This design comes from an exercise in tuning for small area on the open sky130 flow, not from production work.
In this exercise RTL edits were held to simulation tests only and were not proved equivalent to the original.
Power is estimated from default activity; no workload was simulated.

== v13 ==
// top
module top
  (input [0:0] clk_12mhz_i
  ,input [0:0] reset_n_async_unsafe_i
  ,input [3:1] button_async_unsafe_i
  ,output [7:0] ssd_o
  ,output [5:1] led_o);
   logic [0:0] btn1_st_r_0;
   logic [0:0] btn1_st_r_1;
   logic [0:0] btn1_st_r_2;
   logic [0:0] btn1_st_r_3;
   logic [0:0] btn2_st_r_0;
   logic [0:0] btn2_st_r_1;
   logic [0:0] btn2_st_r_2;
   logic [0:0] count_r_0;
   logic [0:0] count_r_1;
   logic [0:0] count_r_2;
   logic [0:0] count_r_3;
   logic [0:0] count_r_4;
   logic [0:0] count_r_5;
   logic [0:0] count_r_6;
   logic [0:0] count_r_7;
   logic [0:0] reset_n_sync_r;
   logic [0:0] reset_r;
   logic [0:0] thi_r_0;
   logic [0:0] thi_r_1;
   logic [0:0] thi_r_2;
   logic [0:0] thi_r_3;
   logic [0:0] thi_r_4;
   logic [0:0] thi_r_5;
   logic [0:0] thi_r_6;
   logic [0:0] thi_r_7;
   logic [0:0] thi_r_8;
   logic [0:0] tlo_r_0;
   logic [0:0] tlo_r_1;
   logic [0:0] tlo_r_10;
   logic [0:0] tlo_r_11;
   logic [0:0] tlo_r_12;
   logic [0:0] tlo_r_2;
   logic [0:0] tlo_r_3;
   logic [0:0] tlo_r_4;
   logic [0:0] tlo_r_5;
   logic [0:0] tlo_r_6;
   logic [0:0] tlo_r_7;
   logic [0:0] tlo_r_8;
   logic [0:0] tlo_r_9;
   wire [0:0] n20;
   wire [0:0] n21;
   wire [0:0] n23;
   wire [0:0] n25;
   wire [0:0] n27;
   wire [0:0] n29;
   wire [0:0] n31;
   wire [0:0] n32;
   wire [0:0] n34;
   wire [0:0] n36;
   wire [0:0] n38;
   wire [0:0] n40;
   wire [0:0] n42;
   wire [0:0] n44;
   wire [0:0] n46;
   wire [0:0] n48;
   wire [0:0] n50;
   wire [0:0] n52;
   wire [0:0] n54;
   wire [0:0] n56;
   wire [0:0] n58;
   wire [0:0] n59;
   wire [0:0] n61;
   wire [0:0] n62;
   wire [0:0] n64;
   wire [0:0] n65;
   wire [0:0] n67;
   wire [0:0] n68;
   wire [0:0] n69;
   wire [0:0] n72;
   wire [0:0] n73;
   wire [0:0] n74;
   wire [0:0] n75;
   wire [0:0] n76;
   wire [0:0] n77;
   wire [0:0] n78;
   wire [0:0] n79;
   wire [0:0] n80;
   wire [0:0] n81;
   wire [0:0] n82;
   wire [0:0] n85;
   wire [0:0] n86;
   wire [0:0] n87;
   wire [0:0] n88;
   wire [0:0] n89;
   wire [0:0] n90;
   wire [0:0] n91;
   wire [0:0] n92;
   wire [0:0] n93;
   wire [0:0] n94;
   wire [0:0] n95;
  ...
clock: 10.0 ns
lec_check: 0
cap_margin: 20
core_margin: 2
core_utilization: 40
cts_buf_list: sky130_fd_sc_hd__clkbuf_2 sky130_fd_sc_hd__clkbuf_4
cts_cluster_diameter: 200
cts_cluster_size: 50
slew_margin: 20
synth_hierarchical: 1
synth_minimum_keep_size: 0
run.sh (not shown) runs the stock make flow with config.mk's settings and CLKGATE_MAP_FILE= SYNTH_SCRIPT=/design/flow/synth_recipe.tcl, a recipe that flattens the netlist after the stock synthesis.
v13: no failed stages, no open violations at the end
--- input diff v13..v48 ---
# v13
export LEC_CHECK = 0
export CAP_MARGIN = 20
export CORE_MARGIN = 2
export CORE_UTILIZATION = 40
export CTS_BUF_LIST = sky130_fd_sc_hd__clkbuf_2 sky130_fd_sc_hd__clkbuf_4
export CTS_CLUSTER_DIAMETER = 200
export CTS_CLUSTER_SIZE = 50
export SLEW_MARGIN = 20
export SYNTH_HIERARCHICAL = 1
export SYNTH_MINIMUM_KEEP_SIZE = 0
create_clock -name core_clock -period 10.0 [get_ports {clk_12mhz_i}]
# v48
export LEC_CHECK = 0
export CAP_MARGIN = 20
export CORE_MARGIN = 2
export CORE_UTILIZATION = 40
export CTS_BUF_LIST = sky130_fd_sc_hd__clkbuf_4
export CTS_CLUSTER_DIAMETER = 50
export CTS_CLUSTER_SIZE = 20
export SLEW_MARGIN = 20
export SYNTH_HIERARCHICAL = 1
export SYNTH_MINIMUM_KEEP_SIZE = 0
create_clock -name core_clock -period 10.0 [get_ports {clk_12mhz_i}]
[summary]
v48 was carried through to the last stage, and its layout satisfied the timing, DRC and antenna checks. Power consumed by the clock network essentially unchanged between v48 and v13. Re time the final worst path needs with I/O delays and setup: no difference whatsoever between v48 and v13. Compared with v13, in v48 clock skew saw little to no change; sequential cell count level; total number of vias essentially unchanged; post-route clock period utilization flat. There was hardly any difference in cell count between v48 and v13.
diff inputs: v48 => v20
# v48
export LEC_CHECK = 0
export CAP_MARGIN = 20
export CORE_MARGIN = 2
export CORE_UTILIZATION = 40
export CTS_BUF_LIST = sky130_fd_sc_hd__clkbuf_4
export CTS_CLUSTER_DIAMETER = 50
export CTS_CLUSTER_SIZE = 20
export SLEW_MARGIN = 20
export SYNTH_HIERARCHICAL = 1
export SYNTH_MINIMUM_KEEP_SIZE = 0
create_clock -name core_clock -period 10.0 [get_ports {clk_12mhz_i}]
# v20
export LEC_CHECK = 0
export CAP_MARGIN = 20
export CORE_MARGIN = 2
export CORE_UTILIZATION = 40
export CTS_BUF_LIST = sky130_fd_sc_hd__clkbuf_8
export CTS_CLUSTER_DIAMETER = 200
export CTS_CLUSTER_SIZE = 50
export SLEW_MARGIN = 20
export SYNTH_HIERARCHICAL = 1
export SYNTH_MINIMUM_KEEP_SIZE = 0
create_clock -name core_clock -period 10.0 [get_ports {clk_12mhz_i}]
Results
v20 against v48; total length of routed met3 wires is down by more than a quarter. Comparing v48 and v20, the lower part of the total power dissipated in combinational logic is on v20. Of v48 and v20, the run reporting the lower clock slew seen by the registers of the worst setup and hold paths was v20. Between v20 and v48, it is v20 whose share of the clock period used by the worst path is lower, by 0.75 points. Total power: v20 above v48. v20 against v48: total number of cells along the worst setup path was more or less identical, sequential share of power went down by 7.9 points, detailed-route via count went down by 0.68%.
